This design comes from an exercise in tuning for small area, a short achievable clock period and few clock cycles on the open sky130 flow, not from production work.
At most, simulation tests tie the RTL to the original design; equivalence was not proved.
No functional check of the RTL was part of runs 2, 3 and 5.
The flow treats the clock pin as an ideal source, which a real chip does not have.
No activity file was given, so power comes from the tool's default toggle rates.

==> flow/design.v <==
module median_fliter(
  input                  clk,
  input                  rst,
  input               enable,
  input  [7:0]     RAM_IMG_Q,
  input  [7:0]     RAM_OUT_Q,
  output          RAM_IMG_OE,
  output          RAM_IMG_WE,
  output [15:0]    RAM_IMG_A,
  output [7:0]     RAM_IMG_D,
  output          RAM_OUT_OE,
  output          RAM_OUT_WE,
  output [15:0]    RAM_OUT_A,
  output [7:0]     RAM_OUT_D,
  output                done
);
  localparam LK = 3;             
  localparam K  = 1 << LK;       
  localparam L  = K + 2;         
  localparam [3:0] RI_LAST = L - 1;
  reg        go;         
  reg        running;    
  reg        oe;         
  reg        first;      
  reg        flush;      
  reg  [7:0] rrow;       
  reg  [7:0] rcol;       
  reg  [3:0] ri;         
  reg        done_reg;
  reg  [4:0] vp;         
  wire ri_last  = (ri == RI_LAST);
  wire row_pad  = ((ri == 4'd0) & (rrow == 8'd255)) | (ri_last & (rrow == 8'd0));
  always @(posedge clk, posedge rst) begin
    if (rst) begin
      go      <= 1'b0;
      running <= 1'b0;
      oe      <= 1'b0;
    end else begin
      go <= enable & ~running & ~go;
      if (go) begin
        running <= 1'b1;
        oe      <= 1'b1;
      end else if (ri_last) begin
        if (rcol == 8'd255 && rrow == 8'd0) oe <= 1'b0;    
        if (flush) running <= 1'b0;
      end
    end
  end
  always @(posedge clk) begin
    if (go) begin
      first <= 1'b1;
      flush <= 1'b0;
      rrow  <= 8'd255;
      rcol  <= 8'd0;
      ri    <= 4'd0;
    end else if (!ri_last) begin
      ri   <= ri + 4'd1;
      rrow <= rrow + 8'd1;
    end else begin
      ri    <= 4'd0;
      first <= 1'b0;
      rcol  <= rcol + 8'd1;
      if (rcol == 8'd255) begin
        rrow <= rrow - 8'd1;
        if (rrow == 8'd0) flush <= 1'b1;
      end else begin
        rrow <= rrow - RI_LAST;
      end
    end
  end
  wire v0  = running & ~first & (ri >= 4'd2);   
  wire mn0 = (rcol == 8'd0);                    
  reg       pad1;
  reg [1:0] mn;
  always @(posedge clk, posedge rst) begin
    if (rst) vp <= 5'd0;
    else     vp <= {vp[3:0], v0};
  end
  always @(posedge clk) begin
    pad1 <= row_pad;
    mn   <= {mn[0], mn0};
  end
  reg [7:0] din;
  reg [7:0] dl [1:2*L];
  integer k;
  always @(posedge clk) begin
    din     <= RAM_IMG_Q & {8{~pad1}};
    dl[1]   <= din;
    for (k = 2; k <= 2*L; k = k + 1) dl[k] <= dl[k-1];
    dl[L+1] <= dl[L] & {8{~mn[1]}};
  end
  wire [7:0] ta = dl[2*L];                  
  wire [7:0] tb = dl[L];                    
  wire [7:0] tc = din & {8{~mn[1]}};        
  function gt8(input [7:0] a, input [7:0] b);
    reg [7:0] g, p;
    reg [3:0] g1, p1;
    reg [1:0] g2, p2;
    integer i;
    begin
      g = a & ~b;
      p = a | ~b;
      for (i = 0; i < 4; i = i + 1) begin
        g1[i] = g[2*i+1] | (p[2*i+1] & g[2*i]);
        p1[i] = p[2*i+1] & p[2*i];
      end
      for (i = 0; i < 2; i = i + 1) begin
        g2[i] = g1[2*i+1] | (p1[2*i+1] & g1[2*i]);
        p2[i] = p1[2*i+1] & p1[2*i];
      end
      gt8 = g2[1] | (p2[1] & g2[0]);
    end
  endfunction
  function [7:0] max3(input [7:0] a, input [7:0] b, input [7:0] c);
    reg x, y, z;
    begin
      x = gt8(a, b);
      y = gt8(b, c);
      z = gt8(a, c);
      max3 = (x & z) ? a : (~x & y) ? b : c;
    end
  endfunction
  function [7:0] min3(input [7:0] a, input [7:0] b, input [7:0] c);
    reg x, y, z;
    begin
      x = gt8(a, b);
      y = gt8(b, c);
      z = gt8(a, c);
      min3 = (~x & ~z) ? a : (x & ~y) ? b : c;
    end
  endfunction
  function [7:0] med3(input [7:0] a, input [7:0] b, input [7:0] c);
    reg x, y, z;
    begin
      x = gt8(a, b);
      y = gt8(b, c);
      z = gt8(a, c);
      med3 = (x ^ z) ? a : (x ^ y) ? c : b;
    end
  endfunction
  reg [7:0] lo0, md0, hi0, lo1, md1, hi1, lo2, md2, hi2;
  always @(posedge clk) begin
    lo0 <= min3(ta, tb, tc);
    md0 <= med3(ta, tb, tc);
    hi0 <= max3(ta, tb, tc);
    lo1 <= lo0;  md1 <= md0;  hi1 <= hi0;
    lo2 <= lo1;  md2 <= md1;  hi2 <= hi1;
  end
  reg [7:0] mxlo, mdmd, mnhi, dout;
  always @(posedge clk) begin
    mxlo <= max3(lo0, lo1, lo2);
    mdmd <= med3(md0, md1, md2);
    mnhi <= min3(hi0, hi1, hi2);
    dout <= med3(mxlo, mdmd, mnhi);
  end
  wire we = vp[4];
  reg [15:0] wa;      
  reg        wlast;   
  always @(posedge clk) begin
    if (go) begin
      wa    <= 16'hffff;
      wlast <= 1'b0;
    end else if (vp[3]) begin
      wa    <= wa + 16'd1;
      wlast <= (wa == 16'hfffe);
    end
  end
  always @(posedge clk, posedge rst) begin
    if (rst) done_reg <= 1'b0;
    else if (enable && !running) done_reg <= 1'b0;
    else if (we && wlast) done_reg <= 1'b1;
  end
  assign RAM_IMG_OE = oe;
  assign RAM_IMG_WE = 1'b0;
  assign RAM_IMG_A  = {rrow, rcol};
  assign RAM_IMG_D  = 8'd0;
  assign RAM_OUT_OE = 1'b0;
  assign RAM_OUT_WE = we;
  assign RAM_OUT_A  = {wa[15:8+LK], wa[LK-1:0], wa[7+LK:LK]};
  assign RAM_OUT_D  = dout;
  assign done       = done_reg;
endmodule
==> flow/flow/run.sh <==
#!/bin/bash
set -euo pipefail
bash standard.sh BUFFER_PORTS_ARGS="-buffer_cell sky130_fd_sc_hd__buf_4" CTS_ARGS="-sink_clustering_enable -repair_clock_nets -sink_clustering_size 30 -sink_clustering_max_diameter 100 -dont_use_dummy_load -sink_clustering_levels 1" finish > standard.log 2>&1
==> flow/standard.sh <==
#!/bin/bash
# synth_recipe.tcl (not shown) runs the flow's synth.tcl, then flattens the netlist and writes it again
# the make line also repeats each setting of config.mk as NAME=value (left out here)
make -C /OpenROAD-flow-scripts/flow DESIGN_CONFIG=/design/flow/config.mk WORK_HOME=/design/flow/orfs CLKGATE_MAP_FILE= SYNTH_SCRIPT=/design/flow/synth_recipe.tcl "${@:-finish}"
==> flow/config.mk <==
export PLATFORM = sky130hd
export DESIGN_NAME = median_fliter
export DESIGN_NICKNAME = median_fliter
export VERILOG_FILES = /design/flow/design.v
export SDC_FILE = /design/flow/constraint.sdc
export NUM_CORES = 4
export LEC_CHECK = 0
export CAP_MARGIN = 20
export CORE_MARGIN = 2
export CORE_UTILIZATION = 55
export PLACE_DENSITY = 0.65
export SLEW_MARGIN = 20
==> flow/constraint.sdc <==
create_clock -name core_clock -period 10.0 [get_ports {clk}]
set_input_delay 2.0000 -clock core_clock [delete_from_list [all_inputs] [get_ports {clk}]]
set_output_delay 2.0000 -clock core_clock [all_outputs]
set_load 0.01 [all_outputs]
==> results.env, run 1 <==
DETAIL_ROUTE.DRC_VIOLATIONS=0
CELLLEAKAGEPOWER_nW=5.10
DETAILEDPLACEMENTHPWL_MM=13.5
ROUTED-VIA-COUNT=6806
DIE_X_UM=146
CRITICAL_PATH_CLASS='reg2out'
POST_ROUTE_CELLS_DRIVE_ABOVE_1_SHARE=0.123
CLKTRANSATPATHREGS_PS=110
FMAX_MHz=322
SYN-MEAN-INSTANCE-AREA_UM2=11.3
SYNTH.YOSYS.WARNINGS=2
FINAL_HOLD_VIOL_COUNT=0
CLK_LATENCY_PS=490
TRACK_USAGE=0.174
SYNTH.MOST_COMMON_CELL='sky130_fd_sc_hd__dfxtp_1'
LEADING_AREA_CONTRIBUTOR_AFTER_SYNTHESIS='sky130_fd_sc_hd__dfxtp_1'
GRT_REMAINING_OVERFLOW=0
CRITPATHMAXFANOUT=6
CRIT_PATH_END_KIND='output port'
YS_SEQ_AREA_FRAC=0.590
GRT_START_MAX_NET_PINS=36
CRIT_REQUIRED_PS=8000
CRITPATHARRIVALTIME_PS=1110
SYNTHDISTINCTLIBCELLS=67
CTS_MADE_BUFFERS=14
FINAL.MIN_CLOCK_PERIOD_PS=3110
CPMAXSTAGEDELAYCELL='sky130_fd_sc_hd__dfxtp_1'
GLOBALPLACE.CONGESTION=0.883
POSTSYNTH.TOPFLOPCELL='sky130_fd_sc_hd__dfxtp_1'
SETUP_VIOL=0
LARGEST_REG_FLOPS=160
DRV_SLEW=0
COREAREA_UM2=19600
FIRSTDRTPASSITERS=5
GRT_SETUP_UNREPAIRED='no'
WORSTMARGINPINSLEW_PS=827
POST-CTS-SETUP-BUFFER-COUNT=0
TIMING.CRITICAL_PATH.MAX_DELAY_FAMILY='flip-flops'
WL_PER_CELL_UM=14.6
FIRST_GLOBAL_VIAS=6354
VDD_IR_DROP_MAX_mV=0.181
TIMING.SLEW.HEADROOM=0.448
DIODES=0
STD_CELL_ROWS=51
CP_SLOWEST_STAGE_DELAY_PS=460
HOLD_PATH.CLASS='reg2reg'
AREAGROWTHSYNTHTOFINISH_PCT=8.96
CLOCK_TREE_FROM_TRITONCTS='yes'
CAP_VIOLATIONS=0
YOSYS.AREA.TOP_TYPE_SHARE=0.570
PWR_DENSITY_CELL_nW_PER_UM2=383
CTS.PATH.MAX_BUFFERS=3
WORST-PATH-BUF-INV=1
GRT_FIRST_PASS_WIRELENGTH_MM=31.1
PORT-BUFFER-COUNT=53
DIE_HEIGHT_UM=146
SETUP_TOTAL_NEGATIVE_SLACK_PS=0
CTSROOTBUFFERMASTER='sky130_fd_sc_hd__clkbuf_16'
R2R_SETUP_SLACK_PS=7030
BOUNDARYPINS=72
DRT.ANTENNA.VIOLATING_NETS=0
SYNTH_TOP_CELLS_BY_AREA='sky130_fd_sc_hd__dfxtp_1 57%, sky130_fd_sc_hd__mux2i_1 5.6%, sky130_fd_sc_hd__inv_1 3.1%'
WORST_SETUP_PATH_START_KIND='flip-flop'
ANTENNA_VIOLATIONS_BEFORE_REPAIR=0
INITIAL_CORE_UTIL=0.563
MIN_PERIOD_OVER_PERIOD=0.311
SYNTH_SEQ_CELLS=323
CTS-HTREE-LEVELS=1
MAX_FLOP_REGISTER='dl'
INITIALDRTVIOLATIONCOUNT=407
STATUS='complete, no violations'
SYNTH.CELL_AREA_UM2=11000
CLOCK-SKEW-FINAL_PS=28.3
SYNTH_EDF_COUNT=0
VIA_PER_INST=5.26
WIRELENGTH_MM=18.9
SYNTHARSTFLOPSHARE=0.0279
WORSTPATHCELLLIST='buf_4'
CTS-RESIZED-GATES=0
FP.DIEAREA_UM2=21200
TRITONCTS_NUM_SINKS=323
FIN_NETS=1065
SYNTHTOPCELLSBYCOUNT='314 x sky130_fd_sc_hd__dfxtp_1, 90 x sky130_fd_sc_hd__inv_1, 62 x sky130_fd_sc_hd__mux2i_1, 44 x sky130_fd_sc_hd__nand2_1, 44 x sky130_fd_sc_hd__nand2b_1'
HOLD-WORST-SLACK_PS=316
LAYOUT_TOP_REGISTERS='dl: 160 flops, wa: 16 flops'
POST_SYNTH_INST_COUNT=975
HOLD_BUFFERS=0
-- kinds of logic after synthesis --
family	count (synthesis)	synth area share
AO/OA/AOI/OAI	183	0.119
XOR/XNOR	22	0.0256
adder cells (fa/ha/maj)	48	0.0489
buffers and inverters	114	0.0430
flip-flops	323	0.590
multiplexers	77	0.0716
other	1	0.000340
AND/OR/NAND/NOR	207	0.101
-- stage by stage --
stage	total power, W	setup WS, ps	instance area (µm²)	cells	util
after global routing	0.00493	6710	12000	1294	0.613
after floorplan	0.00356	7450	11100	984	-
final	0.00461	6890	12000	1294	0.613
after global placement	0.00402	7090	11700	1280	0.596
after detailed placement	0.00404	7050	11700	1280	0.596
after CTS	0.00465	6880	12000	1294	0.613
-- metal layers --
metal  up-vias  GRT usage  wire length, µm
met5         -          0                0
met4         0     0.0353              245
met3        24     0.0238              683
met2       119      0.294             8820
met1      3213      0.242             9110
li1       3450          -                -
-- power by group --
group	switching, W	internal, W
Combinational	0.000987	0.000955
Clock	0.000352	0.000254
Sequential	0.000341	0.00172
-- cell type report --
type / instances / area (µm²)
multi-input combinational: 547 / 4080
clock buffer: 14 / 350
inverter: 91 / 342
tap: 265 / 332
fill: 1639 / 7570
timing repair buffer: 54 / 405
sequential: 323 / 6510
-- worst paths after layout --
| path | startpoint | end | cells past startpoint |
|---|---|---|---|
| worst min-delay path | dl[4][6]$_DFF_P_ | dl[5][6]$_DFF_P_ | 0 |
| worst min register to register | dl[4][6]$_DFF_P_ | dl[5][6]$_DFF_P_ | 0 |
| worst max register to register | ri[1]$_SDFF_PP0_ | rrow[6]$_SDFF_PP1_ | 13 |
| max in group asynchronous | rst | vp[2]$_DFF_PP0_ | 2 |
| worst max-delay path | wa[0]$_SDFFE_PP1P_ | RAM_OUT_A[8] | 1 |
| min in group asynchronous | rst | vp[0]$_DFF_PP0_ | 2 |
-- worst reg2reg max path, delay by kind of cell (launching register included) --
| kind | cells | cell delay [ps] |
|---|---|---|
| AO/OA/AOI/OAI | 3 | 450 |
| XOR/XNOR | 1 | 160 |
| adder cells (fa/ha/maj) | 2 | 410 |
| buffers and inverters | 2 | 380 |
| flip-flops | 1 | 360 |
| AND/OR/NAND/NOR | 5 | 1130 |
-- cells in the final DEF, fill, tap and decap left out, drive strengths merged, types with 10 or more instances in the layout --
| master | instances |
|---|---|
| clkbuf | 14 |
| o22ai | 15 |
| nor3 | 12 |
| xor2 | 13 |
| o21ai | 43 |
| a21oi | 38 |
| nand2b | 44 |
| mux2i | 62 |
| buf | 54 |
| nand2 | 44 |
| maj3 | 33 |
| conb | 10 |
| inv | 91 |
| mux2 | 15 |
| dfxtp | 314 |
| nor2b | 30 |
| nor2 | 34 |
| ha | 14 |
| o221ai | 18 |
Testbench counts, summed over its fixed seeds: cycles 327,748.
==> run 2: changes to the inputs <==
--- a/flow/design.v
+++ b/flow/design.v
@@ -139,17 +139,19 @@
     end
   endfunction
-  reg [7:0] lo0, md0, hi0, lo1, md1, hi1, lo2, md2, hi2;
+  reg [7:0] lo0, md0, hi0, lo1, md1, hi1, md2, lo12, hi12;
   always @(posedge clk) begin
-    lo0 <= min3(ta, tb, tc);
-    md0 <= med3(ta, tb, tc);
-    hi0 <= max3(ta, tb, tc);
-    lo1 <= lo0;  md1 <= md0;  hi1 <= hi0;
-    lo2 <= lo1;  md2 <= md1;  hi2 <= hi1;
+    lo0  <= min3(ta, tb, tc);
+    md0  <= med3(ta, tb, tc);
+    hi0  <= max3(ta, tb, tc);
+    lo1  <= lo0;  md1 <= md0;  hi1 <= hi0;
+    md2  <= md1;
+    lo12 <= gt8(lo0, lo1) ? lo0 : lo1;
+    hi12 <= gt8(hi0, hi1) ? hi1 : hi0;
   end
   reg [7:0] mxlo, mdmd, mnhi, dout;
   always @(posedge clk) begin
-    mxlo <= max3(lo0, lo1, lo2);
+    mxlo <= gt8(lo12, lo0) ? lo12 : lo0;
     mdmd <= med3(md0, md1, md2);
-    mnhi <= min3(hi0, hi1, hi2);
+    mnhi <= gt8(hi12, hi0) ? hi0 : hi12;
     dout <= med3(mxlo, mdmd, mnhi);
   end
--- a/flow/config.mk
+++ b/flow/config.mk
@@ -8,5 +8,5 @@
 export CAP_MARGIN = 20
 export CORE_MARGIN = 2
-export CORE_UTILIZATION = 55
-export PLACE_DENSITY = 0.65
+export CORE_UTILIZATION = 65
+export PLACE_DENSITY = 0.75
 export SLEW_MARGIN = 20
==> results.env, run 2 <==
SYNTH_TOP_CELLS_BY_AREA='sky130_fd_sc_hd__dfxtp_1 57%, sky130_fd_sc_hd__mux2i_1 6.4%, sky130_fd_sc_hd__inv_1 3.4%'  # was sky130_fd_sc_hd__dfxtp_1 57%, sky130_fd_sc_hd__mux2i_1 5.6%, sky130_fd_sc_hd__inv_1 3.1%
GRT_REMAINING_OVERFLOW=0  # unchanged
ANTENNA_VIOLATIONS_BEFORE_REPAIR=0  # unchanged
POSTLAYOUTSETUPSLACKWORST_PS=6880  # was 6890 ps
STATUS='complete, no violations'  # unchanged
FIRSTDRTPASSITERS=5  # unchanged
SYNTH_EDF_COUNT=0  # unchanged
FINAL.MIN_CLOCK_PERIOD_PS=3120  # was 3110 ps
TIMING.SLEW.HEADROOM=0.556  # was 0.448
TRITONCTS_NUM_SINKS=323  # unchanged
WORST_SETUP_PATH_START_KIND='flip-flop'  # unchanged
GR-USAGE-MET3=0.0253  # was 0.0238
SYN-MEAN-INSTANCE-AREA_UM2=11.3  # about the same
TOP_LIBRARY_CELLS_BY_USAGE_IN_THE_LAYOUT_FILL_AND_TAPS_ASIDE='314 x sky130_fd_sc_hd__dfxtp_1, 100 x sky130_fd_sc_hd__inv_1, 70 x sky130_fd_sc_hd__mux2i_1'  # was 314 x sky130_fd_sc_hd__dfxtp_1, 90 x sky130_fd_sc_hd__inv_1, 62 x sky130_fd_sc_hd__mux2i_1
MAX_FLOP_REGISTER='dl'  # unchanged
CRIT_PATH_END_KIND='output port'  # unchanged
FILLERS=1213  # was 1,639
CTS.PATH.MAX_BUFFERS=3  # unchanged
GRT_USE_MET2=0.371  # was 0.294
YOSYS.AREA.TOP_TYPE_SHARE=0.574  # was 0.570
COREAREA_UM2=16500  # was 19,600 µm²
SWITCHING_PORTION_OF_TOTAL_POWER=0.353  # was 0.365
WORST-PATH-BUF-INV=1  # unchanged
FINAL-INSTANCE-COUNT-EXCL-FILL=1240  # was 1,294
CAP_VIOLATIONS=0  # unchanged
GRT_SETUP_UNREPAIRED='no'  # unchanged
HOLD_PATH.CLASS='reg2reg'  # unchanged
LEADING_AREA_CONTRIBUTOR_AFTER_SYNTHESIS='sky130_fd_sc_hd__dfxtp_1'  # unchanged
MULTIINPUTGATEAREA_UM2=3960  # was 4080 µm²
POST_ROUTE_CELLS_DRIVE_ABOVE_1_SHARE=0.111  # was 0.123
CPMAXSTAGEDELAYCELL='sky130_fd_sc_hd__dfxtp_1'  # unchanged
COMB_POWER_SHARE=0.401  # was 0.422
GRT_FIRST_PASS_WIRELENGTH_MM=30.6  # was 31.1 mm
FINAL_COMMON_CELL='sky130_fd_sc_hd__dfxtp_1'  # unchanged
CRITPATHARRIVALTIME_PS=1120  # was 1110 ps
SYNTH_SEQ_CELLS=323  # unchanged
SYNTH.MOST_COMMON_CELL='sky130_fd_sc_hd__dfxtp_1'  # unchanged
LARGEST_REG_FLOPS=160  # unchanged
GR-USAGE-MET1=0.270  # was 0.242
PORT-BUFFER-COUNT=53  # unchanged
BOUNDARYPINS=72  # unchanged
CELLLEAKAGEPOWER_nW=5.14  # was 5.10 nW
AREAGROWTHSYNTHTOFINISH_PCT=8.76  # was 8.96%
INITIAL_CORE_UTIL=0.663  # was 0.563
FIN_NETS=1056  # was 1,065
CTS-RESIZED-GATES=0  # unchanged
POSTSYNTH.TOPFLOPCELL='sky130_fd_sc_hd__dfxtp_1'  # unchanged
SYNTHTOPCELLSBYCOUNT='314 x sky130_fd_sc_hd__dfxtp_1, 100 x sky130_fd_sc_hd__inv_1, 70 x sky130_fd_sc_hd__mux2i_1, 38 x sky130_fd_sc_hd__nor2b_1'  # was 314 x sky130_fd_sc_hd__dfxtp_1, 90 x sky130_fd_sc_hd__inv_1, 62 x sky130_fd_sc_hd__mux2i_1, 44 x sky130_fd_sc_hd__nand2_1, 44 x sky130_fd_sc_hd__nand2b_1
ROUTED-VIA-COUNT=6700  # was 6,806
SYNTH.YOSYS.WARNINGS=2  # unchanged
DP.CELLS=1226  # was 1,280
INITIALDRTVIOLATIONCOUNT=441  # was 407
CP_SLOWEST_STAGE_DELAY_PS=460  # about the same
GRT_START_MAX_NET_PINS=43  # was 36
VIA_PER_INST=5.40  # was 5.26
SYNTH.CELL_AREA_UM2=11000  # about the same
MIN_PERIOD_OVER_PERIOD=0.312  # was 0.311
WORSTMARGINPINSLEW_PS=661  # was 827 ps
HOLD_BUFFERS=0  # unchanged
POST-CTS-SETUP-BUFFER-COUNT=0  # unchanged
PWR_DENSITY_CELL_nW_PER_UM2=368  # was 383 nW/µm²
PRE_CTS_SLACK_PS=6860  # was 7050 ps
SYNTHDISTINCTLIBCELLS=68  # was 67
DIODES=0  # unchanged
GLOBALPLACE.CONGESTION=0.876  # was 0.883
CRITPATHMAXFANOUT=5  # was 6
CRITICAL_PATH_CLASS='reg2out'  # unchanged
DIE_HEIGHT_UM=134  # was 146 µm
CTS_MADE_BUFFERS=14  # unchanged
WL_PER_CELL_UM=14.8  # was 14.6 µm
TRACK_USAGE=0.208  # was 0.174
FP.DIEAREA_UM2=17900  # was 21,200 µm²
FIRST_GLOBAL_VIAS=6411  # was 6,354
SETUP_VIOL=0  # unchanged
DETAIL_ROUTE.DRC_VIOLATIONS=0  # unchanged
CLKTRANSATPATHREGS_PS=110  # about the same
VDD_IR_DROP_MAX_mV=0.254  # was 0.181 mV
LAYOUT_TOP_REGISTERS='dl: 160 flops, wa: 16 flops'  # unchanged
CTS-HTREE-LEVELS=1  # unchanged
WORSTPATHCELLLIST='buf_4'  # unchanged
CELL_INTERNAL_PWR_W=0.00283  # was 0.00292 W
SYNTHARSTFLOPSHARE=0.0279  # unchanged
CLK_LATENCY_PS=490  # about the same
POWER.NET_SWITCHING_W=0.00155  # was 0.00168 W
CLOCK_TREE_FROM_TRITONCTS='yes'  # unchanged
GRT_MOST_USED_LAYER='met2'  # unchanged
DETAILEDPLACEMENTHPWL_MM=13.1  # was 13.5 mm
DIE_X_UM=134  # was 146 µm
FINAL_HOLD_VIOL_COUNT=0  # unchanged
PWR-SHARE-SEQ=0.462  # was 0.447
FMAX_MHz=321  # was 322 MHz
CLKPWRFRAC=0.137  # was 0.132
SEQUENTIAL_CELL_AREA_UM2=6510  # unchanged
SETUP_TOTAL_NEGATIVE_SLACK_PS=0  # unchanged
WIRELENGTH_MM=18.4  # was 18.9 mm
CLOCK-SKEW-FINAL_PS=46.2  # was 28.3 ps
DRV_SLEW=0  # unchanged
STD_CELL_ROWS=47  # was 51
DRT.ANTENNA.VIOLATING_NETS=0  # unchanged
YS_SEQ_AREA_FRAC=0.594  # was 0.590
TIMING.CRITICAL_PATH.MAX_DELAY_FAMILY='flip-flops'  # unchanged
POST_SYNTH_INST_COUNT=966  # was 975
CTSROOTBUFFERMASTER='sky130_fd_sc_hd__clkbuf_16'  # unchanged
CRIT_REQUIRED_PS=8000  # about the same
## run 2: cell count changes in the layout (fill, tap and decap cells not counted), moves of 9 or more
| cell | before | now |
|---|---|---|
| sky130_fd_sc_hd__a222oi_1 | 9 | 25 |
| sky130_fd_sc_hd__inv_1 | 90 | 100 |
| sky130_fd_sc_hd__a21oi_1 | 37 | 28 |
| sky130_fd_sc_hd__nand2_1 | 44 | 32 |
| sky130_fd_sc_hd__o221ai_1 | 18 | 2 |
| sky130_fd_sc_hd__nand2b_1 | 44 | 34 |
## run 2: metal layers
metal | vias up | share of wire
met2 | 126 | 0.49
met5 | - | 0
li1 | 3390 | -
met3 | 27 | 0.032
met1 | 3157 | 0.45
met4 | 0 | 0.019
## run 2: path summary, 6_finish.rpt
check                              startpoint            endpoint  slack, ps  cells after the start
max                        wa[0]$_SDFFE_PP1P_        RAM_OUT_A[8]       6880                      1
min                         dl[17][2]$_DFF_P_   dl[18][2]$_DFF_P_        320                      0
max reg2reg                  ri[0]$_SDFF_PP0_  rrow[7]$_SDFF_PP1_       6900                     11
max in group asynchronous                 rst     vp[0]$_DFF_PP0_       8270                      2
min in group asynchronous                 rst      oe$_DFFE_PP0P_       1460                      2
min reg2reg                 dl[17][2]$_DFF_P_   dl[18][2]$_DFF_P_        320                      0
## run 2: final cells by class
type / count / share of cell area
clock buffer: 14 / 0.0294
inverter: 101 / 0.0318
timing repair buffer: 58 / 0.0366
multi-input combinational: 524 / 0.333
sequential: 323 / 0.547
tap: 220 / 0.0231
## run 2: metrics by stage
step | total power [W] | utilization | hold slack (ps) | instance area (µm²)
floorplan | 0.00334 | - | 310 | 11000
global placement | 0.00377 | 0.700 | 310 | 11600
detailed placement | 0.00382 | 0.700 | 312 | 11600
CTS | 0.00442 | 0.721 | 317 | 11900
global route | 0.00468 | 0.721 | 322 | 11900
finish | 0.00438 | 0.721 | 319 | 11900
## run 2: cells by family (layout without fill, tap and decap cells)
group / count (synthesis) / count (layout) / synth area share
compound gates: 153 / 153 / 0.0989
xor+xnor: 27 / 27 / 0.0240
fa+ha+maj: 50 / 50 / 0.0505
buf+inv: 128 / 173 / 0.0490
flops: 323 / 323 / 0.594
mux: 88 / 88 / 0.0849
other cells: 1 / 10 / 0.000342
simple gates: 196 / 196 / 0.0979
## run 2: power by group through the flow
stage	sequential, W	clock [W]	combinational (W)
floorplan	0.00199	0	0.00135
global placement	0.00204	0	0.00173
detailed placement	0.00205	0	0.00176
CTS	0.00203	0.000622	0.00177
global route	0.00208	0.000663	0.00194
finish	0.00202	0.000602	0.00176
==> run 3: changes to the inputs <==
==> flow/flow/run.sh (replaced) <==
#!/bin/bash
# The standard layout (the standard.sh, standard synthesis) with: ports
# buffered by buf_4, clock tree sinks clustered by 30 without dummy loads, and
# after CTS the flip-flops that drive output ports given drive strength 2.
set -euo pipefail
bash standard.sh BUFFER_PORTS_ARGS="-buffer_cell sky130_fd_sc_hd__buf_4" \
  CTS_ARGS="-sink_clustering_enable -repair_clock_nets -sink_clustering_size 30 -sink_clustering_max_diameter 100 -dont_use_dummy_load -sink_clustering_levels 1" \
  POST_CTS_TCL="$PWD/flow/post_cts.tcl" finish > standard.log 2>&1
==> flow/flow/post_cts.tcl (new file) <==
# Give each flip-flop that drives an output port's buffer a stronger drive.
proc upsize_output_flops {strength} {
  set db [ord::get_db]
  set block [ord::get_db_block]
  set n 0
  foreach bt [$block getBTerms] {
    if {[$bt getIoType] != "OUTPUT"} { continue }
    set net [$bt getNet]
    if {$net == "NULL"} { continue }
    foreach it [$net getITerms] {
      if {![$it isOutputSignal]} { continue }
      set buf [$it getInst]
      foreach bit [$buf getITerms] {
        if {![$bit isInputSignal]} { continue }
        set bnet [$bit getNet]
        if {$bnet == "NULL"} { continue }
        foreach dit [$bnet getITerms] {
          if {![$dit isOutputSignal]} { continue }
          set inst [$dit getInst]
          set master [[$inst getMaster] getName]
          if {[regexp {^(sky130_fd_sc_hd__df\w+)_1$} $master -> base]} {
            set new [$db findMaster ${base}_$strength]
            if {$new != "NULL"} {
              $inst swapMaster $new
              incr n
            }
          }
        }
      }
    }
  }
  puts "upsize: $n output flip-flops to drive $strength"
}

upsize_output_flops 2
==> results.env, run 3 <==
FINAL_COMMON_CELL='sky130_fd_sc_hd__dfxtp_1'  # unchanged
DETAIL_ROUTE.DRC_VIOLATIONS=0  # unchanged
HOLD_PATH.STARTPOINT='dl[17][2]$_DFF_P_'  # unchanged
GLOBALPLACE.CONGESTION=0.876  # unchanged
TOP_LIBRARY_CELLS_BY_USAGE_IN_THE_LAYOUT_FILL_AND_TAPS_ASIDE='274 x sky130_fd_sc_hd__dfxtp_1, 100 x sky130_fd_sc_hd__inv_1, 70 x sky130_fd_sc_hd__mux2i_1'  # was 314 x sky130_fd_sc_hd__dfxtp_1, 100 x sky130_fd_sc_hd__inv_1, 70 x sky130_fd_sc_hd__mux2i_1
MET1WIRELENGTH_MM=8.43  # was 8.36 mm
BOUNDARYPINS=72  # unchanged
MET2ROUTEDLENGTH_MM=9.11  # was 9.07 mm
WORST_SETUP_PATH_START_KIND='flip-flop'  # unchanged
SYNTHARSTFLOPSHARE=0.0279  # unchanged
MIN_PERIOD_OVER_PERIOD=0.308  # was 0.312
VIA_PER_INST=5.43  # was 5.40
STD_CELL_ROWS=47  # unchanged
CLKPWRFRAC=0.137  # about the same
FINAL_HOLD_VIOL_COUNT=0  # unchanged
INITIALDRTVIOLATIONCOUNT=523  # was 441
COMB_POWER_SHARE=0.399  # was 0.401
FIN_NETS=1056  # unchanged
ANTENNA_VIOLATIONS_BEFORE_REPAIR=0  # unchanged
FILLERS=1206  # was 1,213
POWER_W=0.00440  # was 0.00438 W
DETAILEDPLACEMENTHPWL_MM=13.1  # unchanged
STATUS='complete, no violations'  # unchanged
MULTIINPUTGATEAREA_UM2=3960  # unchanged
MAX_FLOP_REGISTER='dl'  # unchanged
LEADING_AREA_CONTRIBUTOR_AFTER_SYNTHESIS='sky130_fd_sc_hd__dfxtp_1'  # unchanged
HOLD_PATH.CLASS='reg2reg'  # unchanged
TRACK_USAGE=0.208  # unchanged
DRV_SLEW=0  # unchanged
CAP_VIOLATIONS=0  # unchanged
FIRSTDRTPASSITERS=6  # was 5
HIGHEST-SIGNAL-LAYER='met4'  # unchanged
ROUTED-VIA-COUNT=6729  # was 6,700
CRITICAL_PATH_CLASS='reg2reg'  # was reg2out
FP.DIEAREA_UM2=17900  # unchanged
CLKTRANSATPATHREGS_PS=110  # about the same
POST_SYNTH_INST_COUNT=966  # unchanged
DIODES=0  # unchanged
SYN-MEAN-INSTANCE-AREA_UM2=11.3  # unchanged
PRE_CTS_SLACK_PS=6860  # unchanged
YOSYS.AREA.TOP_TYPE_SHARE=0.574  # unchanged
COREAREA_UM2=16500  # unchanged
POWER.NET_SWITCHING_W=0.00155  # about the same
SYNTH.YOSYS.WARNINGS=2  # unchanged
SYNTH_EDF_COUNT=0  # unchanged
SYNTH_SEQ_CELLS=323  # unchanged
DIE_HEIGHT_UM=134  # unchanged
CELL_INTERNAL_PWR_W=0.00285  # was 0.00283 W
CLK_LATENCY_PS=500  # was 490 ps
TIMING.SLEW.HEADROOM=0.559  # was 0.556
WORSTMARGINPINSLEW_PS=657  # was 661 ps
TIMING.CRITICAL_PATH.MODE_CELL='sky130_fd_sc_hd__ha_1'
CLOCK_TREE_FROM_TRITONCTS='yes'  # unchanged
SETUP_TOTAL_NEGATIVE_SLACK_PS=0  # unchanged
SWITCHING_PORTION_OF_TOTAL_POWER=0.353  # about the same
WL_PER_CELL_UM=14.9  # was 14.8 µm
VDD_IR_DROP_MAX_mV=0.254  # about the same
YS_SEQ_AREA_FRAC=0.594  # unchanged
AREAGROWTHSYNTHTOFINISH_PCT=9.25  # was 8.76%
CP_SLOWEST_STAGE_DELAY_PS=550  # was 460 ps
PLACED_CELL_AREA_UM2=11600  # unchanged
INITIAL_CORE_UTIL=0.663  # unchanged
WORSTPATHCELLLIST='ha_1, and3b_1, clkinv_1, nor3_1, ha_1, inv_1, o21bai_1, a21oi_1, o21ai_0, xnor2_1, nand2b_1'  # was buf_4
CRITPATHMAXFANOUT=14  # was 5
SYNTH.CELL_AREA_UM2=11000  # unchanged
LAYOUT_TOP_REGISTERS='dl: 160 flops, wa: 16 flops'  # unchanged
GRT_START_MAX_NET_PINS=43  # unchanged
TIMING.CRITICAL_PATH.MAX_DELAY_FAMILY='simple AND/OR/NAND/NOR gates'  # was flip-flops
POSTSYNTH.TOPFLOPCELL='sky130_fd_sc_hd__dfxtp_1'  # unchanged
SYNTHDISTINCTLIBCELLS=68  # unchanged
CLOCK-SKEW-FINAL_PS=46.4  # was 46.2 ps
FINAL.MIN_CLOCK_PERIOD_PS=3080  # was 3120 ps
SYNTHTOPCELLSBYCOUNT='314 x sky130_fd_sc_hd__dfxtp_1, 100 x sky130_fd_sc_hd__inv_1, 70 x sky130_fd_sc_hd__mux2i_1, 38 x sky130_fd_sc_hd__nor2b_1'  # unchanged
GRT_REMAINING_OVERFLOW=0  # unchanged
PWR-SHARE-SEQ=0.464  # was 0.462
POST_ROUTE_CELLS_DRIVE_ABOVE_1_SHARE=0.153  # was 0.111
POSTLAYOUTSETUPSLACKWORST_PS=6920  # was 6880 ps
FMAX_MHz=324  # was 321 MHz
FIRST_GLOBAL_VIAS=6411  # unchanged
TIMING.RR.START='ri[0]$_SDFF_PP0_'  # unchanged
DRT.ANTENNA.VIOLATING_NETS=0  # unchanged
SETUP_VIOL=0  # unchanged
CRIT_PATH_END_KIND='flip-flop'  # was output port
WIRELENGTH_MM=18.5  # was 18.4 mm
CRITPATHARRIVALTIME_PS=3490  # was 1120 ps
PWR_DENSITY_CELL_nW_PER_UM2=368  # about the same
HOLD-WORST-SLACK_PS=319  # about the same
CRIT_START='ri[0]$_SDFF_PP0_'  # was wa[0]$_SDFFE_PP1P_
GRT_FIRST_PASS_WIRELENGTH_MM=30.6  # unchanged
PORT-BUFFER-COUNT=53  # unchanged
DIE_X_UM=134  # unchanged
LARGEST_REG_FLOPS=160  # unchanged
WORST-PATH-BUF-INV=2  # was 1
CPMAXSTAGEDELAYCELL='sky130_fd_sc_hd__and3b_1'  # was sky130_fd_sc_hd__dfxtp_1
MET3ROUTEDLENGTH_UM=610  # was 592 µm
TRITONCTS_NUM_SINKS=323  # unchanged
SEQUENTIAL_CELL_AREA_UM2=6570  # was 6510 µm²
GRT_SETUP_UNREPAIRED='no'  # unchanged
POST-ROUTE-CELL-AREA_UM2=12000  # was 11,900 µm²
SYNTH_TOP_CELLS_BY_AREA='sky130_fd_sc_hd__dfxtp_1 57%, sky130_fd_sc_hd__mux2i_1 6.4%, sky130_fd_sc_hd__inv_1 3.4%'  # unchanged
CRIT_REQUIRED_PS=10400  # was 8000 ps
SYNTH.MOST_COMMON_CELL='sky130_fd_sc_hd__dfxtp_1'  # unchanged
CELLLEAKAGEPOWER_nW=5.13  # was 5.14 nW
==> run 3: cell counts after synthesis <==
Identical to the previous run, type by type.
==> run 3: metrics by stage <==
stage | util | std cells
5_1_grt | 0.724 | 1240
3_5_place_dp | 0.700 | 1226
2_1_floorplan | - | 975
6_report | 0.724 | 1240
3_3_place_gp | 0.700 | 1226
==> run 3: power groups by stage <==
| stage | Combinational (W) | Clock [W] | Sequential (W) |
|---|---|---|---|
| finish | 0.00176 | 0.000605 | 0.00204 |
| global route | 0.00194 | 0.000664 | 0.00210 |
| detailed placement | 0.00176 | 0 | 0.00205 |
| global placement | 0.00173 | 0 | 0.00204 |
| floorplan | 0.00135 | 0 | 0.00199 |
==> run 3: logic make-up after synthesis <==
kind of cell,synth area share
AOI/OAI and AO/OA,0.0989
xor gates and xnor gates,0.0240
adders and majority gates,0.0505
buffers and inverters,0.0490
DFF,0.594
muxes,0.0849
other,0.000342
and+or+nand+nor,0.0979
==> run 3: cell type report <==
cell class	instances	share of cell area
Timing Repair Buffer	58	0.0364
Tap cell	220	0.0230
Inverter	101	0.0317
Multi-Input combinational cell	524	0.331
Sequential cell	323	0.549
Clock buffer	14	0.0293
==> run 3: worst register-to-register path: stages, from the launching register on <==
cell,delay [ps]
sky130_fd_sc_hd__dfxtp_1,420
sky130_fd_sc_hd__ha_1,190
sky130_fd_sc_hd__and3b_1,550
sky130_fd_sc_hd__clkinv_1,410
sky130_fd_sc_hd__nor3_1,340
sky130_fd_sc_hd__ha_1,290
sky130_fd_sc_hd__inv_1,90
sky130_fd_sc_hd__o21bai_1,70
sky130_fd_sc_hd__a21oi_1,220
sky130_fd_sc_hd__o21ai_0,160
sky130_fd_sc_hd__xnor2_1,180
sky130_fd_sc_hd__nand2b_1,70
==> run 3: final timing paths <==
kind,endpoint,slack (ps),cells after the start
min in group asynchronous,oe$_DFFE_PP0P_,1450,2
worst min-delay path,dl[18][2]$_DFF_P_,320,0
max in group asynchronous,done_reg$_DFFE_PP0P_,8260,2
worst min register to register,dl[18][2]$_DFF_P_,320,0
worst max register to register,rrow[7]$_SDFF_PP1_,6920,11
worst max-delay path,rrow[7]$_SDFF_PP1_,6920,11
==> run 3: layer usage <==
layer / vias to the layer above / track usage
met2: 129 / 0.371
met5: - / 0
met3: 27 / 0.0253
met1: 3184 / 0.270
met4: 0 / 0.0526
li1: 3389 / -
==> run 4: changes to the inputs <==
--- a/flow/design.v
+++ b/flow/design.v
@@ -27,7 +27,7 @@
   reg  [7:0] rcol;       
   reg  [3:0] ri;         
+  reg        ri_last;    
   reg        done_reg;
   reg  [4:0] vp;         
-  wire ri_last  = (ri == RI_LAST);
   wire row_pad  = ((ri == 4'd0) & (rrow == 8'd255)) | (ri_last & (rrow == 8'd0));
   always @(posedge clk, posedge rst) begin
@@ -53,11 +53,14 @@
       rrow  <= 8'd255;
       rcol  <= 8'd0;
-      ri    <= 4'd0;
+      ri      <= 4'd0;
+      ri_last <= 1'b0;
     end else if (!ri_last) begin
-      ri   <= ri + 4'd1;
+      ri      <= ri + 4'd1;
+      ri_last <= (ri == RI_LAST - 4'd1);
       rrow <= rrow + 8'd1;
     end else begin
-      ri    <= 4'd0;
-      first <= 1'b0;
+      ri      <= 4'd0;
+      ri_last <= 1'b0;
+      first   <= 1'b0;
       rcol  <= rcol + 8'd1;
       if (rcol == 8'd255) begin
==> results.env, run 4 <==
SYNTH_TOP_CELLS_BY_AREA='sky130_fd_sc_hd__dfxtp_1 59%, sky130_fd_sc_hd__inv_1 2.9%, sky130_fd_sc_hd__nand2b_1 2.8%'  # was sky130_fd_sc_hd__dfxtp_1 57%, sky130_fd_sc_hd__mux2i_1 6.4%, sky130_fd_sc_hd__inv_1 3.4%
DIE_HEIGHT_UM=132  # was 134 µm
HIGHEST-SIGNAL-LAYER='met4'  # unchanged
WORSTREGTOREGCELLS=8  # was 11
CELL_INTERNAL_PWR_W=0.00278  # was 0.00285 W
PORT-BUFFER-COUNT=53  # unchanged
WORST_SETUP_PATH_START_KIND='flip-flop'  # unchanged
FINAL_HOLD_VIOL_COUNT=0  # unchanged
R2R_SETUP_SLACK_PS=6680  # was 6920 ps
SWITCHING_PORTION_OF_TOTAL_POWER=0.356  # was 0.353
CRIT_REQUIRED_PS=10380  # was 10,400 ps
ROUTED-VIA-COUNT=6583  # was 6,729
POSTLAYOUTSETUPSLACKWORST_PS=6680  # was 6920 ps
SETUP_TOTAL_NEGATIVE_SLACK_PS=0  # unchanged
STATUS='complete, no violations'  # unchanged
MIN_PERIOD_OVER_PERIOD=0.332  # was 0.308
DRV_SLEW=0  # unchanged
FINAL_CORE_UTIL=0.729  # was 0.724
CRITICAL_PATH_CLASS='reg2reg'  # unchanged
FMAX_MHz=301  # was 324 MHz
GRT_START_MAX_NET_PINS=44  # was 43
TOP_LIBRARY_CELLS_BY_USAGE_IN_THE_LAYOUT_FILL_AND_TAPS_ASIDE='275 x sky130_fd_sc_hd__dfxtp_1, 81 x sky130_fd_sc_hd__inv_1, 55 x sky130_fd_sc_hd__buf_4'  # was 274 x sky130_fd_sc_hd__dfxtp_1, 100 x sky130_fd_sc_hd__inv_1, 70 x sky130_fd_sc_hd__mux2i_1
CLOCK-SKEW-FINAL_PS=25.4  # was 46.4 ps
FINAL.MIN_CLOCK_PERIOD_PS=3320  # was 3080 ps
FP.DIEAREA_UM2=17400  # was 17,900 µm²
SETUP.WORST_PATH.END='md0[5]$_DFF_P_'  # was rrow[7]$_SDFF_PP1_
STD_CELL_ROWS=46  # was 47
CAP_VIOLATIONS=0  # unchanged
INITIALDRTVIOLATIONCOUNT=450  # was 523
SYNTHDISTINCTLIBCELLS=72  # was 68
GRT_REMAINING_OVERFLOW=0  # unchanged
POSTSYNTH.TOPFLOPCELL='sky130_fd_sc_hd__dfxtp_1'  # unchanged
TIMING.CRITICAL_PATH.MODE_CELL='sky130_fd_sc_hd__o22ai_1'  # was sky130_fd_sc_hd__ha_1
PLACED_CELL_AREA_UM2=11200  # was 11,600 µm²
SYNTH.MOST_COMMON_CELL='sky130_fd_sc_hd__dfxtp_1'  # unchanged
POWER.NET_SWITCHING_W=0.00153  # was 0.00155 W
PRE_CTS_SLACK_PS=6830  # was 6860 ps
CP_SLOWEST_STAGE_DELAY_PS=960  # was 550 ps
WL_PER_CELL_UM=14.3  # was 14.9 µm
GRT_FIRST_PASS_WIRELENGTH_MM=28.9  # was 30.6 mm
CLKPWRFRAC=0.140  # was 0.137
COMB_POWER_SHARE=0.383  # was 0.399
TIMING.RR.START='mn[1]$_DFF_P_'  # was ri[0]$_SDFF_PP0_
SYNTH.CELL_AREA_UM2=10700  # was 11,000 µm²
CPMAXSTAGEDELAYCELL='sky130_fd_sc_hd__dfxtp_1'  # was sky130_fd_sc_hd__and3b_1
AREAGROWTHSYNTHTOFINISH_PCT=9.11  # was 9.25%
BOUNDARYPINS=72  # unchanged
DIE_X_UM=132  # was 134 µm
WORST_R2R_ENDPOINT='md0[5]$_DFF_P_'  # was rrow[7]$_SDFF_PP1_
TIMING.SLEW.HEADROOM=0.361  # was 0.559
TRACK_USAGE=0.197  # was 0.208
CELLLEAKAGEPOWER_nW=4.85  # was 5.13 nW
DETAILEDPLACEMENTHPWL_MM=12.3  # was 13.1 mm
GLOBALPLACE.CONGESTION=0.856  # was 0.876
ANTENNA_VIOLATIONS_BEFORE_REPAIR=0  # unchanged
SYNTH_SEQ_CELLS=324  # was 323
HOLD_PATH.STARTPOINT='dl[17][1]$_DFF_P_'  # was dl[17][2]$_DFF_P_
FINAL_COMMON_CELL='sky130_fd_sc_hd__dfxtp_1'  # unchanged
CRIT_START='mn[1]$_DFF_P_'  # was ri[0]$_SDFF_PP0_
MAX_FLOP_REGISTER='dl'  # unchanged
DRT.ANTENNA.VIOLATING_NETS=0  # unchanged
INITIAL_CORE_UTIL=0.668  # was 0.663
HOLD_PATH.CLASS='reg2reg'  # unchanged
CRITPATHARRIVALTIME_PS=3710  # was 3490 ps
TRITONCTS_NUM_SINKS=324  # was 323
WIRELENGTH_MM=17.5  # was 18.5 mm
LAYOUT_TOP_REGISTERS='dl: 160 flops, wa: 16 flops'  # unchanged
DIODES=0  # unchanged
WORSTMARGINPINSLEW_PS=957  # was 657 ps
SYN-MEAN-INSTANCE-AREA_UM2=11.1  # was 11.3 µm²
POST_ROUTE_CELLS_DRIVE_ABOVE_1_SHARE=0.145  # was 0.153
MET3ROUTEDLENGTH_UM=632  # was 610 µm
YOSYS.AREA.TOP_TYPE_SHARE=0.592  # was 0.574
CLKTRANSATPATHREGS_PS=100  # was 110 ps
LARGEST_REG_FLOPS=160  # unchanged
FIRST_GLOBAL_VIAS=6070  # was 6,411
GRT_SETUP_UNREPAIRED='no'  # unchanged
WORSTPATHCELLLIST='nor2b_1, a21boi_0, a2111oi_0, o22ai_1, and2_1, xnor2_1, o22ai_1, a21oi_1'  # was ha_1, and3b_1, clkinv_1, nor3_1, ha_1, inv_1, o21bai_1, a21oi_1, o21ai_0, xnor2_1, nand2b_1
PWR_DENSITY_CELL_nW_PER_UM2=371  # was 368 nW/µm²
MET2ROUTEDLENGTH_MM=8.08  # was 9.11 mm
DETAIL_ROUTE.DRC_VIOLATIONS=0  # unchanged
LEADING_AREA_CONTRIBUTOR_AFTER_SYNTHESIS='sky130_fd_sc_hd__dfxtp_1'  # unchanged
SETUP_VIOL=0  # unchanged
PWR-SHARE-SEQ=0.477  # was 0.464
SYNTH_EDF_COUNT=0  # unchanged
SYNTHTOPCELLSBYCOUNT='315 x sky130_fd_sc_hd__dfxtp_1, 81 x sky130_fd_sc_hd__inv_1, 48 x sky130_fd_sc_hd__nand2b_1, 41 x sky130_fd_sc_hd__a21oi_1, 39 x sky130_fd_sc_hd__nor2_1'  # was 314 x sky130_fd_sc_hd__dfxtp_1, 100 x sky130_fd_sc_hd__inv_1, 70 x sky130_fd_sc_hd__mux2i_1, 38 x sky130_fd_sc_hd__nor2b_1
CRITPATHMAXFANOUT=32  # was 14
VIA_PER_INST=5.37  # was 5.43
CLOCK_TREE_FROM_TRITONCTS='yes'  # unchanged
POST-ROUTE-CELL-AREA_UM2=11600  # was 12,000 µm²
CLK_LATENCY_PS=480  # was 500 ps
POST_SYNTH_INST_COUNT=960  # was 966
YS_SEQ_AREA_FRAC=0.613  # was 0.594
SYNTH.YOSYS.WARNINGS=2  # unchanged
CRIT_PATH_END_KIND='flip-flop'  # unchanged
SYNTHARSTFLOPSHARE=0.0278  # was 0.0279
MET1WIRELENGTH_MM=8.50  # was 8.43 mm
COREAREA_UM2=15900  # was 16,500 µm²
FIN_NETS=1045  # was 1,056
FIRSTDRTPASSITERS=5  # was 6
VDD_IR_DROP_MAX_mV=0.224  # was 0.254 mV
-- run 4: cell count changes in the layout (fill, tap and decap cells not counted), moves of 14 or more --
cell                       delta
sky130_fd_sc_hd__o21ai_1     +19
sky130_fd_sc_hd__o22ai_1     +16
sky130_fd_sc_hd__nand2b_1    +14
sky130_fd_sc_hd__inv_1       -19
sky130_fd_sc_hd__mux2i_1     -51
sky130_fd_sc_hd__a222oi_1    -21
-- run 4: worst min-delay path by stage --
stage / slack (ps) / endpoint / depth (start not counted)
3_5_place_dp: 310 / dl[12][7]$_DFF_P_ / 0
2_1_floorplan: 310 / dl[10][0]$_DFF_P_ / 0
3_3_place_gp: 310 / dl[2][5]$_DFF_P_ / 0
6_report: 330 / dl[18][1]$_DFF_P_ / 0
5_1_grt: 330 / dl[15][3]$_DFF_P_ / 0
-- run 4: cells by family after synthesis --
family	count (synthesis)	synth area share
and+or+nand+nor	224	0.113
adders and majority gates	47	0.0494
buffers and inverters	113	0.0440
DFF	324	0.613
other	1	0.000352
muxes	33	0.0337
xor gates and xnor gates	28	0.0244
AOI/OAI and AO/OA	190	0.123
-- run 4: layout make-up --
cell class / instances / area (µm²)
fillers: 1152 / 4310
flip-flops and latches: 324 / 6590
clock buffers: 14 / 350
inverters: 85 / 319
well taps: 216 / 270
multi-input cells: 532 / 3690
repair buffers: 55 / 413
-- run 4: power by group through the flow --
stage	registers, W	logic, W	clock network [W]
2_1_floorplan	0.00199	0.00129	0
3_5_place_dp	0.00207	0.00165	0
5_1_grt	0.00212	0.00184	0.000666
6_report	0.00206	0.00165	0.000602
3_3_place_gp	0.00206	0.00162	0
-- run 4: metrics by stage --
| step | hold WS, ps | instances | total power (W) |
|---|---|---|---|
| 2_1_floorplan | 310 | 969 | 0.00328 |
| 3_3_place_gp | 310 | 1212 | 0.00368 |
| 3_5_place_dp | 312 | 1212 | 0.00372 |
| 5_1_grt | 330 | 1226 | 0.00462 |
| 6_report | 329 | 1226 | 0.00431 |
-- run 4: per-layer routing --
| metal | vias up | GRT usage |
|---|---|---|
| li1 | 3366 | - |
| met1 | 3069 | 0.281 |
| met2 | 129 | 0.323 |
| met3 | 19 | 0.0277 |
| met4 | 0 | 0.0465 |
| met5 | - | 0 |
-- run 4: critical path, delay by kind of cell (launching register included) --
kind	cells	cell delay, ps
flops	1	960
xor+xnor	1	580
compound gates	5	1120
simple gates	2	560
Testbench counts of run 4, summed over its fixed seeds: cycles 327,748.
==> run 5: changes to the inputs <==
--- a/flow/design.v
+++ b/flow/design.v
@@ -143,4 +143,7 @@
   endfunction
   reg [7:0] lo0, md0, hi0, lo1, md1, hi1, md2, lo12, hi12;
+  reg       md12;    
+  wire      md01 = gt8(md0, md1);
+  wire      md02 = gt8(md0, md2);
   always @(posedge clk) begin
     lo0  <= min3(ta, tb, tc);
@@ -149,4 +152,5 @@
     lo1  <= lo0;  md1 <= md0;  hi1 <= hi0;
     md2  <= md1;
+    md12 <= md01;
     lo12 <= gt8(lo0, lo1) ? lo0 : lo1;
     hi12 <= gt8(hi0, hi1) ? hi1 : hi0;
@@ -155,5 +159,5 @@
   always @(posedge clk) begin
     mxlo <= gt8(lo12, lo0) ? lo12 : lo0;
-    mdmd <= med3(md0, md1, md2);
+    mdmd <= (md01 ^ md02) ? md0 : (md01 ^ md12) ? md2 : md1;
     mnhi <= gt8(hi12, hi0) ? hi0 : hi12;
     dout <= med3(mxlo, mdmd, mnhi);
--- a/flow/flow/run.sh
+++ b/flow/flow/run.sh
@@ -6,3 +6,3 @@
 bash standard.sh BUFFER_PORTS_ARGS="-buffer_cell sky130_fd_sc_hd__buf_4" \
   CTS_ARGS="-sink_clustering_enable -repair_clock_nets -sink_clustering_size 30 -sink_clustering_max_diameter 100 -dont_use_dummy_load -sink_clustering_levels 1" \
-  POST_CTS_TCL="$PWD/flow/post_cts.tcl" finish > standard.log 2>&1
+  SETUP_SLACK_MARGIN=6.95 POST_CTS_TCL="$PWD/flow/post_cts.tcl" finish > standard.log 2>&1
==> results.env, run 5 <==
STATUS='complete, no violations'  # unchanged
POSTSYNTH.TOPFLOPCELL='sky130_fd_sc_hd__dfxtp_1'  # unchanged
CAP_VIOLATIONS=0  # unchanged
TRACK_USAGE=0.214  # was 0.197
HOLD_PATH.STARTPOINT='dl[9][7]$_DFF_P_'  # was dl[17][1]$_DFF_P_
MULTIINPUTGATEAREA_UM2=3970  # was 3690 µm²
POWER_W=0.00452  # was 0.00431 W
SYNTH_TOP_CELLS_BY_AREA='sky130_fd_sc_hd__dfxtp_1 58%, sky130_fd_sc_hd__inv_1 2.9%, sky130_fd_sc_hd__mux2i_1 2.6%'  # was sky130_fd_sc_hd__dfxtp_1 59%, sky130_fd_sc_hd__inv_1 2.9%, sky130_fd_sc_hd__nand2b_1 2.8%
TOP_LIBRARY_CELLS_BY_USAGE_IN_THE_LAYOUT_FILL_AND_TAPS_ASIDE='275 x sky130_fd_sc_hd__dfxtp_1, 83 x sky130_fd_sc_hd__inv_1, 66 x sky130_fd_sc_hd__buf_4'  # was 275 x sky130_fd_sc_hd__dfxtp_1, 81 x sky130_fd_sc_hd__inv_1, 55 x sky130_fd_sc_hd__buf_4
FIRSTDRTPASSITERS=5  # unchanged
SETUP_VIOL=0  # unchanged
ROUTED-VIA-COUNT=7209  # was 6,583
SYNTH.MOST_COMMON_CELL='sky130_fd_sc_hd__dfxtp_1'  # unchanged
DRV_SLEW=0  # unchanged
POST_ROUTE_CELLS_DRIVE_ABOVE_1_SHARE=0.166  # was 0.145
CLOCK_TREE_FROM_TRITONCTS='yes'  # unchanged
FIRST_GLOBAL_VIAS=6518  # was 6,070
POST_SYNTH_INST_COUNT=1009  # was 960
LAYOUT_TOP_REGISTERS='dl: 160 flops, wa: 16 flops'  # unchanged
FINAL_HOLD_VIOL_COUNT=0  # unchanged
PORT-BUFFER-COUNT=53  # unchanged
DIE_HEIGHT_UM=134  # was 132 µm
VIA_PER_INST=5.58  # was 5.37
GRT_REMAINING_OVERFLOW=0  # unchanged
LEADING_AREA_CONTRIBUTOR_AFTER_SYNTHESIS='sky130_fd_sc_hd__dfxtp_1'  # unchanged
SETUP_TOTAL_NEGATIVE_SLACK_PS=0  # unchanged
WORST_R2R_ENDPOINT='md0[1]$_DFF_P_'  # was md0[5]$_DFF_P_
MAX_FLOP_REGISTER='dl'  # unchanged
COREAREA_UM2=16500  # was 15,900 µm²
CRIT_REQUIRED_PS=8000  # was 10,380 ps
STD_CELL_ROWS=47  # was 46
CPMAXSTAGEDELAYCELL='sky130_fd_sc_hd__dfrtp_2'  # was sky130_fd_sc_hd__dfxtp_1
CLK_LATENCY_PS=500  # was 480 ps
BOUNDARYPINS=72  # unchanged
AREAGROWTHSYNTHTOFINISH_PCT=10.8  # was 9.11%
ANTENNA_VIOLATIONS_BEFORE_REPAIR=0  # unchanged
VDD_IR_DROP_MAX_mV=0.276  # was 0.224 mV
CRITICAL_PATH_CLASS='reg2out'  # was reg2reg
DIE_X_UM=134  # was 132 µm
GRT_START_MAX_NET_PINS=31  # was 44
WORSTPATHCELLLIST='buf_6'  # was nor2b_1, a21boi_0, a2111oi_0, o22ai_1, and2_1, xnor2_1, o22ai_1, a21oi_1
WORST_SETUP_PATH_START_KIND='flip-flop'  # unchanged
POSTLAYOUTSETUPSLACKWORST_PS=6960  # was 6680 ps
CLOCK-SKEW-FINAL_PS=41.1  # was 25.4 ps
PWR_DENSITY_CELL_nW_PER_UM2=374  # was 371 nW/µm²
WORST_HOLD_PATH.ENDPOINT='dl[10][7]$_DFF_P_'  # was dl[18][1]$_DFF_P_
PRE_CTS_SLACK_PS=6430  # was 6830 ps
CLKTRANSATPATHREGS_PS=100  # about the same
DETAIL_ROUTE.DRC_VIOLATIONS=0  # unchanged
SYNTH_EDF_COUNT=0  # unchanged
YOSYS.AREA.TOP_TYPE_SHARE=0.580  # was 0.592
FIN_NETS=1106  # was 1,045
SYNTH.CELL_AREA_UM2=10900  # was 10,700 µm²
DRT.ANTENNA.VIOLATING_NETS=0  # unchanged
CRIT_PATH_END_KIND='output port'  # was flip-flop
GLOBALPLACE.CONGESTION=0.841  # was 0.856
CRITPATHARRIVALTIME_PS=1040  # was 3710 ps
WORST-PATH-BUF-INV=1  # was 0
SYNTH.YOSYS.WARNINGS=2  # unchanged
WORSTREGTOREGCELLS=7  # was 8
INITIALDRTVIOLATIONCOUNT=464  # was 450
DETAILEDPLACEMENTHPWL_MM=13.1  # was 12.3 mm
WORSTMARGINPINSLEW_PS=768  # was 957 ps
TIMING.RR.START='dl[10][0]$_DFF_P_'  # was mn[1]$_DFF_P_
LARGEST_REG_FLOPS=160  # unchanged
TIMING.CRITICAL_PATH.MAX_DELAY_FAMILY='flip-flops'  # was compound AO/OA/AOI/OAI gates
WL_PER_CELL_UM=15.2  # was 14.3 µm
FMAX_MHz=329  # was 301 MHz
FP.DIEAREA_UM2=17800  # was 17,400 µm²
FILLERS=1191  # was 1,152
MIN_PATH_CELLS=0  # unchanged
TRITONCTS_NUM_SINKS=325  # was 324
INITIAL_CORE_UTIL=0.663  # was 0.668
TIMING.SLEW.HEADROOM=0.484  # was 0.361
CRIT_START='done_reg$_DFFE_PP0P_'  # was mn[1]$_DFF_P_
YS_SEQ_AREA_FRAC=0.601  # was 0.613
FINAL_COMMON_CELL='sky130_fd_sc_hd__dfxtp_1'  # unchanged
CELLLEAKAGEPOWER_nW=5.05  # was 4.85 nW
CRITPATHMAXFANOUT=2  # was 32
SYNTHARSTFLOPSHARE=0.0277  # was 0.0278
GRT_FIRST_PASS_WIRELENGTH_MM=31.5  # was 28.9 mm
SYNTHTOPCELLSBYCOUNT='316 x sky130_fd_sc_hd__dfxtp_1, 83 x sky130_fd_sc_hd__inv_1, 54 x sky130_fd_sc_hd__nand2_1, 53 x sky130_fd_sc_hd__nor2_1, 39 x sky130_fd_sc_hd__nor2b_1'  # was 315 x sky130_fd_sc_hd__dfxtp_1, 81 x sky130_fd_sc_hd__inv_1, 48 x sky130_fd_sc_hd__nand2b_1, 41 x sky130_fd_sc_hd__a21oi_1, 39 x sky130_fd_sc_hd__nor2_1
MIN_PERIOD_OVER_PERIOD=0.304  # was 0.332
CP_SLOWEST_STAGE_DELAY_PS=430  # was 960 ps
GRT_SETUP_UNREPAIRED='yes'  # was no
R2R_SETUP_SLACK_PS=7080  # was 6680 ps
WIRELENGTH_MM=19.6  # was 17.5 mm
DIODES=0  # unchanged
HOLD_PATH.CLASS='reg2reg'  # unchanged
SYN-MEAN-INSTANCE-AREA_UM2=10.8  # was 11.1 µm²
SEQUENTIAL_CELL_AREA_UM2=6640  # was 6590 µm²
SYNTHDISTINCTLIBCELLS=69  # was 72
FINAL.MIN_CLOCK_PERIOD_PS=3040  # was 3320 ps
SYNTH_SEQ_CELLS=325  # was 324
run 5: worst reg2reg max path, stage by stage, from the launching register on:
cell                       delay, ps
sky130_fd_sc_hd__dfxtp_1         510
sky130_fd_sc_hd__nor2b_1          90
sky130_fd_sc_hd__maj3_1          370
sky130_fd_sc_hd__maj3_2          350
sky130_fd_sc_hd__a211oi_1        400
sky130_fd_sc_hd__nor3_4          190
sky130_fd_sc_hd__xnor2_1         620
sky130_fd_sc_hd__o221a_2         350
run 5: through the flow:
step,utilization,instances,hold WS [ps],instance area [µm²]
final,0.734,1291,308,12100
after global routing,0.734,1291,315,12100
after detailed placement,0.698,1263,312,11500
after global placement,0.698,1263,310,11500
after floorplan,-,1018,310,10900
run 5: worst max-delay path by stage:
stage	endpoint	slack (ps)	depth (start not counted)
2_1_floorplan	RAM_IMG_A[4]	7560	0
5_1_grt	done	6920	1
6_report	done	6960	1
3_3_place_gp	md0[3]$_DFF_P_	6450	8
3_5_place_dp	md0[1]$_DFF_P_	6430	8
run 5: area by class of cell:
class	count	share of cell area
Tap cell	220	0.0228
Sequential cell	325	0.549
Clock buffer	14	0.0290
Timing Repair Buffer	70	0.0447
Inverter	83	0.0258
Multi-Input combinational cell	579	0.328
run 5: power breakdown:
group          leakage, nW  switching (W)  internal [W]
Combinational         2.12       0.000934      0.000869
Clock                0.173       0.000357      0.000254
Sequential            2.76       0.000353       0.00175
Total                 5.05        0.00164       0.00288
run 5: cells by family after synthesis:
group                      synth area share
other                              0.000344
and+or+nand+nor                       0.135
muxes                                0.0401
adders and majority gates            0.0389
DFF                                   0.601
xor gates and xnor gates             0.0209
AOI/OAI and AO/OA                     0.122
buffers and inverters                0.0429
run 5: routing by layer:
layer | track usage | wire length (µm) | vias to the layer above
met5 | 0 | 0 | -
met4 | 0.0502 | 286 | 0
met3 | 0.0240 | 717 | 25
met2 | 0.373 | 9620 | 140
met1 | 0.288 | 8950 | 3433
li1 | - | - | 3611
==> run 6: changes to the inputs <==
--- a/flow/design.v
+++ b/flow/design.v
@@ -143,7 +143,4 @@
   endfunction
   reg [7:0] lo0, md0, hi0, lo1, md1, hi1, md2, lo12, hi12;
-  reg       md12;    
-  wire      md01 = gt8(md0, md1);
-  wire      md02 = gt8(md0, md2);
   always @(posedge clk) begin
     lo0  <= min3(ta, tb, tc);
@@ -152,5 +149,4 @@
     lo1  <= lo0;  md1 <= md0;  hi1 <= hi0;
     md2  <= md1;
-    md12 <= md01;
     lo12 <= gt8(lo0, lo1) ? lo0 : lo1;
     hi12 <= gt8(hi0, hi1) ? hi1 : hi0;
@@ -159,5 +155,5 @@
   always @(posedge clk) begin
     mxlo <= gt8(lo12, lo0) ? lo12 : lo0;
-    mdmd <= (md01 ^ md02) ? md0 : (md01 ^ md12) ? md2 : md1;
+    mdmd <= med3(md0, md1, md2);
     mnhi <= gt8(hi12, hi0) ? hi0 : hi12;
     dout <= med3(mxlo, mdmd, mnhi);
--- a/flow/flow/run.sh
+++ b/flow/flow/run.sh
@@ -4,5 +4,5 @@
 # after CTS the flip-flops that drive output ports given drive strength 2.
 set -euo pipefail
-bash standard.sh BUFFER_PORTS_ARGS="-buffer_cell sky130_fd_sc_hd__buf_4" \
+bash standard.sh BUFFER_PORTS_ARGS="-buffer_cell sky130_fd_sc_hd__buf_2" \
   CTS_ARGS="-sink_clustering_enable -repair_clock_nets -sink_clustering_size 30 -sink_clustering_max_diameter 100 -dont_use_dummy_load -sink_clustering_levels 1" \
   SETUP_SLACK_MARGIN=6.95 POST_CTS_TCL="$PWD/flow/post_cts.tcl" finish > standard.log 2>&1
==> results.env, run 6 <==
FINAL.MIN_CLOCK_PERIOD_PS=3040  # about the same
CRIT_REQUIRED_PS=8000  # about the same
DIE_HEIGHT_UM=132  # was 134 µm
STATUS='complete, no violations'  # unchanged
WIRELENGTH_MM=17.5  # was 19.6 mm
TIMING.SLEW.HEADROOM=0.486  # was 0.484
SYNTH.YOSYS.WARNINGS=2  # unchanged
SYNTH.MOST_COMMON_CELL='sky130_fd_sc_hd__dfxtp_1'  # unchanged
ANTENNA_VIOLATIONS_BEFORE_REPAIR=0  # unchanged
CAP_VIOLATIONS=0  # unchanged
DRV_SLEW=0  # unchanged
BOUNDARYPINS=72  # unchanged
CRIT_PATH_END_KIND='output port'  # unchanged
TRITONCTS_NUM_SINKS=324  # was 325
SETUP_VIOL=0  # unchanged
SETUP_TOTAL_NEGATIVE_SLACK_PS=0  # unchanged
SYNTHARSTFLOPSHARE=0.0278  # was 0.0277
CRITPATHMAXFANOUT=2  # unchanged
SYNTH_TOP_CELLS_BY_AREA='sky130_fd_sc_hd__dfxtp_1 59%, sky130_fd_sc_hd__inv_1 2.9%, sky130_fd_sc_hd__nand2b_1 2.8%'  # was sky130_fd_sc_hd__dfxtp_1 58%, sky130_fd_sc_hd__inv_1 2.9%, sky130_fd_sc_hd__mux2i_1 2.6%
DIODES=0  # unchanged
SYNTH.CELL_AREA_UM2=10700  # was 10,900 µm²
COREAREA_UM2=15900  # was 16,500 µm²
CRITICAL_PATH_CLASS='reg2out'  # unchanged
YOSYS.AREA.TOP_TYPE_SHARE=0.592  # was 0.580
WL_PER_CELL_UM=14.3  # was 15.2 µm
FIRSTDRTPASSITERS=5  # unchanged
WORSTPATHCELLLIST='buf_6'  # unchanged
VDD_IR_DROP_MAX_mV=0.216  # was 0.276 mV
SYNTH_SEQ_CELLS=324  # was 325
PORT-BUFFER-COUNT=53  # unchanged
FMAX_MHz=329  # about the same
GRT_FIRST_PASS_WIRELENGTH_MM=28.6  # was 31.5 mm
TRACK_USAGE=0.198  # was 0.214
HOLD_PATH.CLASS='reg2reg'  # unchanged
[run 6: changes by cell type in the layout (fill, tap and decap cells not counted), sizes merged, moves of 8 or more]
cell and change:
nor2 -13, nand2 -19, nand2b +13, o221a -8, or4 -8, a211oi -8
maj3 +10, mux2i -9, o21ai +12, nor2b -8, buf -15
[run 6: layout make-up]
cell class                      count  area [µm²]  area share
Tap cell                          216         270      0.0234
Inverter                           85         319      0.0277
Multi-Input combinational cell    532        3700       0.321
Sequential cell                   324        6600       0.573
Clock buffer                       14         350      0.0304
Timing Repair Buffer               55         287      0.0249
[run 6: kinds of logic (layout without fill, tap and decap cells)]
family                   Yosys count  in the layout  share of synthesized area
flip-flops                       324            324                      0.613
AND/OR/NAND/NOR                  224            224                      0.113
AO/OA/AOI/OAI                    190            190                      0.123
buffers and inverters            113            154                     0.0440
adder cells (fa/ha/maj)           47             47                     0.0494
multiplexers                      33             33                     0.0337
XOR/XNOR                          28             28                     0.0244
other                              1             10                   0.000352
[run 6: worst register-to-register path: stages (launching register included)]
cell and delay [ps]:
sky130_fd_sc_hd__dfxtp_1 470, sky130_fd_sc_hd__nor2b_1 180, sky130_fd_sc_hd__maj3_1 190, sky130_fd_sc_hd__a31oi_1 100, sky130_fd_sc_hd__maj3_2 330, sky130_fd_sc_hd__a2bb2oi_2 280
sky130_fd_sc_hd__nor2b_1 650, sky130_fd_sc_hd__or2_1 370, sky130_fd_sc_hd__o21ai_1 140
[run 6: routing by layer]
metal / GRT usage / up-vias / part of all wire
met5: 0 / - / 0
li1: - / 3358 / -
met2: 0.326 / 126 / 0.45
met1: 0.281 / 3041 / 0.49
met3: 0.0254 / 22 / 0.040
met4: 0.0459 / 0 / 0.020
[run 6: report_power, final]
| part | leakage, nW | total, W | internal [W] | switching [W] |
|---|---|---|---|---|
| clock network | 0.173 | 0.000605 | 0.000254 | 0.000351 |
| registers | 2.75 | 0.00206 | 0.00174 | 0.000322 |
| logic | 1.89 | 0.00162 | 0.000760 | 0.000863 |
[run 6: metrics by stage]
| stage | std cells | worst slack, ps | cell area, µm² | hold slack, ps |
|---|---|---|---|---|
| 5_1_grt | 1226 | 6930 | 11500 | 317 |
| 3_5_place_dp | 1212 | 6810 | 11100 | 312 |
| 2_1_floorplan | 969 | 7520 | 10700 | 310 |
| 6_report | 1226 | 6960 | 11500 | 304 |
| 3_3_place_gp | 1212 | 6850 | 11100 | 310 |
[run 6: path summary, 6_finish.rpt]
kind / start / endpoint / slack, ps / cells past startpoint
worst max register to register: dl[20][0]$_DFF_P_ / hi0[7]$_DFF_P_ / 7180 / 8
worst max-delay path: oe$_DFFE_PP0P_ / RAM_IMG_OE / 6960 / 1
worst min register to register: dl[3][7]$_DFF_P_ / dl[4][7]$_DFF_P_ / 300 / 0
worst min-delay path: dl[3][7]$_DFF_P_ / dl[4][7]$_DFF_P_ / 300 / 0
max in group asynchronous: rst / vp[4]$_DFF_PP0_ / 8240 / 2
min in group asynchronous: rst / running$_DFFE_PP0P_ / 1440 / 2
Testbench counts of run 6, summed over its fixed seeds: cycles 327,748.
